This design comes from an exercise in tuning for small area, a short achievable clock period and few clock cycles on the open sky130 flow, not from production work.
Only simulation tests tie the RTL to the original design; equivalence was not proved.

==> run C: inputs <==
==> flow/design.v (excerpt) <==
module Riscv(
  input clk,
  input reset,
  input [31:0] instr,
  input [31:0] mem_read_data,
  output [31:0] instr_addr,
  output [31:0] data_addr,
  output should_read_mem,
  output should_write_mem,
  output [31:0] mem_write_data
);
export LEC_CHECK = 0
export CAP_MARGIN = 20
export CORE_MARGIN = 2
export CORE_UTILIZATION = 30
export CTS_CLUSTER_DIAMETER = 100
export CTS_CLUSTER_SIZE = 20
export PLACE_DENSITY = 0.45
export SLEW_MARGIN = 20
export SYNTH_HIERARCHICAL = 1
export SYNTH_MINIMUM_KEEP_SIZE = 0
create_clock -name core_clock -period 60.0 [get_ports {clk}]
standard.sh (not shown) runs the stock make flow with config.mk's settings and CLKGATE_MAP_FILE= SYNTH_SCRIPT=/design/flow/synth_recipe.tcl, a recipe that flattens the netlist after the stock synthesis.
==> flow/flow/run.sh <==
#!/bin/bash
set -euo pipefail
export SETUP_SLACK_MARGIN=46.8
bash standard.sh > standard.log 2>&1
==> run K: changes against run C <==
--- a/flow/design.v
+++ b/flow/design.v
@@ -1934,31 +1934,10 @@
       for (i = 0; i < 64; i = i + 1)
         cy[i+1] = gg[i];
       add64 = {cy[64], p ^ cy[63:0]};
     end
   endfunction
-  function [6:0] lzc64;
-    input [63:0] v;
-    reg [63:0] zr, zn;
-    reg [6*64-1:0] cr, cn;
-    integer l, g;
-    begin
-      zr = ~v;
-      cr = 0;
-      for (l = 0; l < 6; l = l + 1) begin
-        zn = 0;
-        cn = 0;
-        for (g = 0; g < (32 >> l); g = g + 1) begin
-          zn[g] = zr[2*g+1] & zr[2*g];
-          cn[6*g +: 6] = zr[2*g+1] ? (cr[6*(2*g) +: 6] | (6'd1 << l)) : cr[6*(2*g+1) +: 6];
-        end
-        zr = zn;
-        cr = cn;
-      end
-      lzc64 = {zr[0], cr[5:0]};
-    end
-  endfunction
   wire [4:0] n_op = instr[6:2];
   wire [4:0] n_f5 = instr[31:27];
   wire [4:0] n_rd = instr[11:7];
   wire n_load  = n_op == 5'h00;
   wire n_flw   = n_op == 5'h01;
@@ -2029,16 +2008,14 @@
     end
   endgenerate
   wire [63:0] sh_x = {{32{sh_fill}}, sh_in} >> bop[4:0];
   assign sh_out = sh_x[31:0];
   wire [63:0] mul_p;
-  wire [80:0] mul_t;
   reg [31:0] alu_res;
   always @* begin
     case (f3)
-      3'b000: alu_res = !is_mul ? alu_sum :                   
-                        (mul_ph == 2'd0) ? mul_t[47:16] : mul_t[31:0];
+      3'b000: alu_res = is_mul ? mul_p[31:0] : alu_sum;      
       3'b001: alu_res = sh_rev;
       3'b010: alu_res = {31'b0, alu_lt};
       3'b011: alu_res = {31'b0, alu_ltu};
       3'b100: alu_res = x1 ^ bop;
       3'b101: alu_res = sh_out;
@@ -2085,10 +2062,11 @@
       2'd1:    mul_b = {2'b00, is_mul ? x2[31:16] : b[31:16]};
       2'd2:    mul_b = {2'b00, b[47:32]};
       default: mul_b = {b[63], b[63], b[63:48]};
     endcase
   end
+  wire [80:0] mul_t;
   BoothMul64x18 mul(.a(mul_a), .bm(mul_b), .acc(mul_ph == 2'd0 ? 65'b0 : mul_pl), .t(mul_t));
   assign mul_p = mul_t[63:0];
   wire mul_es  = (a_sign ^ b_sign) & !a_zero & !b_zero;
   wire mul_special = a_zero | b_zero | a_inf | b_inf;
   wire [63:0] mul_spec_res = (a_nan | b_nan | (a_inf & b_inf)) ? NAN :
@@ -2124,19 +2102,23 @@
   wire        fp_sign = fp_in[63];
   wire        fp_pinf = fp_in == PINF;
   wire        fp_ninf = fp_in == NINF;
   wire [63:0] fp_u = fp_sign ? -fp_in : fp_in;
   wire [62:0] fn0 = fp_u[62:0];
-  wire [6:0]  fp_lzc = lzc64({fn0, 1'b1});
-  wire [5:0]  fz = fp_lzc[5:0];
-  wire [62:0] fn1 = fz[5] ? {fn0[30:0], 32'b0} : fn0;
-  wire [62:0] fn2 = fz[4] ? {fn1[46:0], 16'b0} : fn1;
-  wire [62:0] fn3 = fz[3] ? {fn2[54:0], 8'b0} : fn2;
-  wire [62:0] fn4 = fz[2] ? {fn3[58:0], 4'b0} : fn3;
-  wire [62:0] fn5 = fz[1] ? {fn4[60:0], 2'b0} : fn4;
-  wire [62:0] fn6 = fz[0] ? {fn5[61:0], 1'b0} : fn5;
-  wire [7:0] fp_exp = (fn0 != 63'b0) ? 8'd141 - {2'b0, fz} : 8'd0;
+  wire fz5 = fn0[62:31] == 0;
+  wire [62:0] fn1 = fz5 ? {fn0[30:0], 32'b0} : fn0;
+  wire fz4 = fn1[62:47] == 0;
+  wire [62:0] fn2 = fz4 ? {fn1[46:0], 16'b0} : fn1;
+  wire fz3 = fn2[62:55] == 0;
+  wire [62:0] fn3 = fz3 ? {fn2[54:0], 8'b0} : fn2;
+  wire fz2 = fn3[62:59] == 0;
+  wire [62:0] fn4 = fz2 ? {fn3[58:0], 4'b0} : fn3;
+  wire fz1 = fn4[62:61] == 0;
+  wire [62:0] fn5 = fz1 ? {fn4[60:0], 2'b0} : fn4;
+  wire fz0 = !fn5[62];
+  wire [62:0] fn6 = fz0 ? {fn5[61:0], 1'b0} : fn5;
+  wire [7:0] fp_exp = fn6[62] ? 8'd141 - {2'b0, fz5, fz4, fz3, fz2, fz1, fz0} : 8'd0;
   wire [31:0] fp32 = (fp_in == NAN)                    ? 32'h7fc00000 :
                      (i_fsw ? fp_pinf : fp_ninf)       ? 32'h7f800000 :
                      (i_fsw ? fp_ninf : fp_pinf)       ? 32'hff800000 :
                                                          {fp_sign, fp_exp, fn6[61:39]};
   wire [63:0] fpu_res = (f_add | f_sub) ? add_res :
@@ -2147,11 +2129,11 @@
                                           cvtsw_res;
   wire [31:0] fpu_ires = f_cmp   ? {31'b0, f_cmpr} :
                          f_cvtws ? (ir[20] ? cvt_i32 : cvt_u32) :
                                    fp32;
   wire div_wait = f_div & !div_special & !d_done;
-  wire mul_wait = (f_mul & !mul_special & (mul_ph != 2'd3)) | (is_mul & (mul_ph != 2'd1) & (x2[31:16] != 16'b0));
+  wire mul_wait = (f_mul & !mul_special & (mul_ph != 2'd3)) | (is_mul & (mul_ph != 2'd1));
   wire stall    = xv & (haz | div_wait | mul_wait);
   wire commit   = xv & !stall;
   wire d_idle   = !d_pa & !d_pc & !d_busy & !d_done;
   wire launch   = xv & f_div & !div_special & !haz & d_idle;
   wire x_taken  = i_jal | i_jalr | (i_br & br_taken);
@@ -2169,21 +2151,18 @@
                      (i_jal | i_jalr) ? xpc4 :
                      f_mvwx           ? x1 :
                                         fpu_ires;
   wire [63:0] xres = wr_f & !f_mvwx ? fpu_res : {32'b0, ires};
   always @(posedge clk or posedge reset) begin
-    if (reset)
-      xv <= 1'b0;
-    else if (!stall)
-      xv <= !redirect;
-  end
-  always @(posedge clk) begin
-    if (reset)
+    if (reset) begin
       pc <= 32'b0;
-    else if (!stall)
+      xv <= 1'b0;
+    end else if (!stall) begin
       pc <= redirect ? next_pc : f_hit0 ? {pc[31:14], bt_tgt0, 2'b00} :
             f_hit1 ? {pc[31:14], bt_tgt1, 2'b00} : pc + 32'd4;
+      xv <= !redirect;
+    end
   end
   always @(posedge clk) begin
     if (!stall) begin
       xhit0 <= f_hit0;
       xhit1 <= f_hit1;
@@ -2263,24 +2242,24 @@
     end
   end
   always @(posedge clk or posedge reset) begin
     if (reset) begin
       m_wi <= 1'b0; m_wx <= 1'b0; m_late <= 1'b0; m_ld <= 1'b0; m_cvt <= 1'b0;
-      m_fmt <= 1'b0; m_afmt <= 1'b0;
+      m_rd_mem <= 1'b0; m_wr_mem <= 1'b0; m_fmt <= 1'b0; m_afmt <= 1'b0;
     end else begin
       m_wi     <= commit & wr_x;
       m_wx     <= commit & wr_f;
       m_late   <= commit & (i_load | i_flw | f_mvwx);
       m_ld     <= commit & (i_load | i_flw);
       m_cvt    <= commit & (i_flw | f_mvwx);
+      m_rd_mem <= commit & (i_load | i_flw);
+      m_wr_mem <= commit & (i_store | i_fsw);
       m_fmt    <= commit & f_mul & !mul_special;
       m_afmt   <= commit & (f_add | f_sub) & !add_nan;
     end
   end
   always @(posedge clk) begin
-    m_rd_mem <= commit & (i_load | i_flw);
-    m_wr_mem <= commit & (i_store | i_fsw);
     m_rd    <= rd;
     m_res   <= xres;
     m_addr  <= alu_sum;
     m_wdata <= i_fsw ? fp32 : x2;
     m_mes   <= mul_es;
==> run Y: changes against run C <==
--- a/flow/design.v
+++ b/flow/design.v
@@ -1892,11 +1892,12 @@
   reg [63:0] w_data;
   reg [32*32-1:0] xq;
   reg [31:0]      xvalid;
   reg [32*64-1:0] fq;
   reg [31:0]      fvalid;
-  reg [1:0]  mul_ph;
+  reg        mul_st;              
+  reg [1:0]  mul_ph;              
   reg [64:0] mul_pl;
   reg        d_pa, d_pc;          
   reg        d_busy, d_done;
   reg [5:0]  d_cnt;
   reg [62:0] d_r;                 
@@ -2030,15 +2031,16 @@
   endgenerate
   wire [63:0] sh_x = {{32{sh_fill}}, sh_in} >> bop[4:0];
   assign sh_out = sh_x[31:0];
   wire [63:0] mul_p;
   wire [80:0] mul_t;
+  wire [1:0]  mul_phx;             
   reg [31:0] alu_res;
   always @* begin
     case (f3)
       3'b000: alu_res = !is_mul ? alu_sum :                   
-                        (mul_ph == 2'd0) ? mul_t[47:16] : mul_t[31:0];
+                        (mul_phx == 2'd0) ? mul_t[47:16] : mul_t[31:0];
       3'b001: alu_res = sh_rev;
       3'b010: alu_res = {31'b0, alu_lt};
       3'b011: alu_res = {31'b0, alu_ltu};
       3'b100: alu_res = x1 ^ bop;
       3'b101: alu_res = sh_out;
@@ -2075,21 +2077,26 @@
   wire [64:0] add_sx  = add64(add_a, add_b, add_sub);
   wire [63:0] add_sum = add_sx[63:0];
   wire add_bs  = f_sub ? (b_zero ? b_sign : !b_sign) : b_sign;
   wire add_nan = a_nan | b_nan | (a_inf & b_inf);
   wire [63:0] add_res = add_nan ? NAN : add_sum;       
+  wire [15:0] mb0 = is_mul ? x2[15:0] : b[15:0];
+  wire [15:0] mb1 = is_mul ? x2[31:16] : b[31:16];
+  wire [1:0]  mul_f0 = (mb0 != 16'b0) ? 2'd0 : (is_mul | (mb1 != 16'b0)) ? 2'd1 :
+                       (b[47:32] != 16'b0) ? 2'd2 : 2'd3;
+  assign mul_phx = mul_st ? mul_ph : mul_f0;
   wire [63:0] mul_a = is_mul ? {16'b0, x1, 16'b0} : a;
   reg  [17:0] mul_b;
   always @* begin
-    case (mul_ph)
-      2'd0:    mul_b = {2'b00, is_mul ? x2[15:0] : b[15:0]};
-      2'd1:    mul_b = {2'b00, is_mul ? x2[31:16] : b[31:16]};
+    case (mul_phx)
+      2'd0:    mul_b = {2'b00, mb0};
+      2'd1:    mul_b = {2'b00, mb1};
       2'd2:    mul_b = {2'b00, b[47:32]};
       default: mul_b = {b[63], b[63], b[63:48]};
     endcase
   end
-  BoothMul64x18 mul(.a(mul_a), .bm(mul_b), .acc(mul_ph == 2'd0 ? 65'b0 : mul_pl), .t(mul_t));
+  BoothMul64x18 mul(.a(mul_a), .bm(mul_b), .acc(mul_st ? mul_pl : 65'b0), .t(mul_t));
   assign mul_p = mul_t[63:0];
   wire mul_es  = (a_sign ^ b_sign) & !a_zero & !b_zero;
   wire mul_special = a_zero | b_zero | a_inf | b_inf;
   wire [63:0] mul_spec_res = (a_nan | b_nan | (a_inf & b_inf)) ? NAN :
                              (a_inf | b_inf) ? (mul_es ? PINF : NINF) : 64'b0;
@@ -2147,11 +2154,12 @@
                                           cvtsw_res;
   wire [31:0] fpu_ires = f_cmp   ? {31'b0, f_cmpr} :
                          f_cvtws ? (ir[20] ? cvt_i32 : cvt_u32) :
                                    fp32;
   wire div_wait = f_div & !div_special & !d_done;
-  wire mul_wait = (f_mul & !mul_special & (mul_ph != 2'd3)) | (is_mul & (mul_ph != 2'd1) & (x2[31:16] != 16'b0));
+  wire mul_last = f_mul ? (mul_phx == 2'd3) : (mul_phx == 2'd1) | (x2[31:16] == 16'b0);
+  wire mul_wait = ((f_mul & !mul_special) | is_mul) & !mul_last;
   wire stall    = xv & (haz | div_wait | mul_wait);
   wire commit   = xv & !stall;
   wire d_idle   = !d_pa & !d_pc & !d_busy & !d_done;
   wire launch   = xv & f_div & !div_special & !haz & d_idle;
   wire x_taken  = i_jal | i_jalr | (i_br & br_taken);
@@ -2331,16 +2339,18 @@
       for (k = 0; k < 32; k = k + 1)
         if (w_wx && w_rd == k) fvalid[k] <= 1'b1;
     end
   end
   always @(posedge clk or posedge reset) begin
-    if (reset)
-      mul_ph <= 2'd0;
-    else if (xv & !haz & mul_wait)
-      mul_ph <= mul_ph + 2'd1;
-    else if (commit)
+    if (reset) begin
+      mul_st <= 1'b0;
       mul_ph <= 2'd0;
+    end else if (xv & !haz & mul_wait) begin
+      mul_st <= 1'b1;
+      mul_ph <= mul_phx + 2'd1;
+    end else if (commit)
+      mul_st <= 1'b0;
   end
   always @(posedge clk)
     mul_pl <= mul_t[80:16];
   wire       d_zin = d_cnt < 6'd24;           
   wire       d_n1  = d_nq[63] & !d_zin;
==> qor.yml <==
cells_and_area:
  nNonClkBuffers: 1576
critical_path:
  worstReg2RegEnd: "m_res[26]"
clocking:
  clk_pin_slew_ps: 80
synthesis:
  synth-compound-area-share_pct: 21.1
  yosys_register_bits: 3825
  netlist_area_um2: 223000
run_status:
  status: "no timing/DRC/antenna violations"
-- figures above: run Y

==> qor.yml <==
synthesis:
  synth-compound-area-share_pct: 21.5
  netlist_area_um2: 223000
  yosys_register_bits: 3824
clocking:
  clk_pin_slew_ps: 90
run_status:
  status: "no timing/DRC/antenna violations"
-- figures above: run C

==> qor.yml <==
cells_and_area:
  nNonClkBuffers: 1260
run_status:
  status: "no timing/DRC/antenna violations"
clocking:
  clk_pin_slew_ps: 90
synthesis:
  synth-compound-area-share_pct: 20.7
  netlist_area_um2: 221000
placed_design:
  pre_cts_slack_ps: 44280
-- figures above: run K

Testbench counts of run C, summed over its fixed seeds: cycles 104,016.
Testbench counts of run K, summed over its fixed seeds: cycles 105,531.
Testbench counts of run Y, summed over its fixed seeds: cycles 103,144.

[afterwards: timing with drivers on the ports]
How much do the figures lean on ideal ports? The routed layouts below were timed once more, with nothing changed but the port constraints.
Step 1 sets driving cells, clkbuf_16 on the clock port and buf_2 on the other inputs (assumed; they add their load-dependent delay and slew).
Step 2 times the ports against the registers' clock, not the clock port: input delays grow and output delays shrink by t, the midpoint of the rising clock arrivals with the driver on.
Three values: ideal ports, drivers, drivers and shift; two values: the first two.
| run | t (ns) | slack for setup (ns) | worst setup path after step 2 | cell pins on the clock port's net |
|---|---|---|---|---|
| run C | 1.203 | 46.330 / 46.174 / 45.878 | input to register | 1 |
| run K | 1.234 | 46.308 / 46.146 / 45.917 | input, reset recovery | 1 |
| run Y | 1.215 | 46.321 / 46.174 / 45.987 | input to register | 1 |
After both steps every run listed still meets setup and hold. The setup slack of run C, which loses most, moves by -0.156 ns with the drivers and by -0.452 ns with both steps. Setup slack includes reset recovery checks.
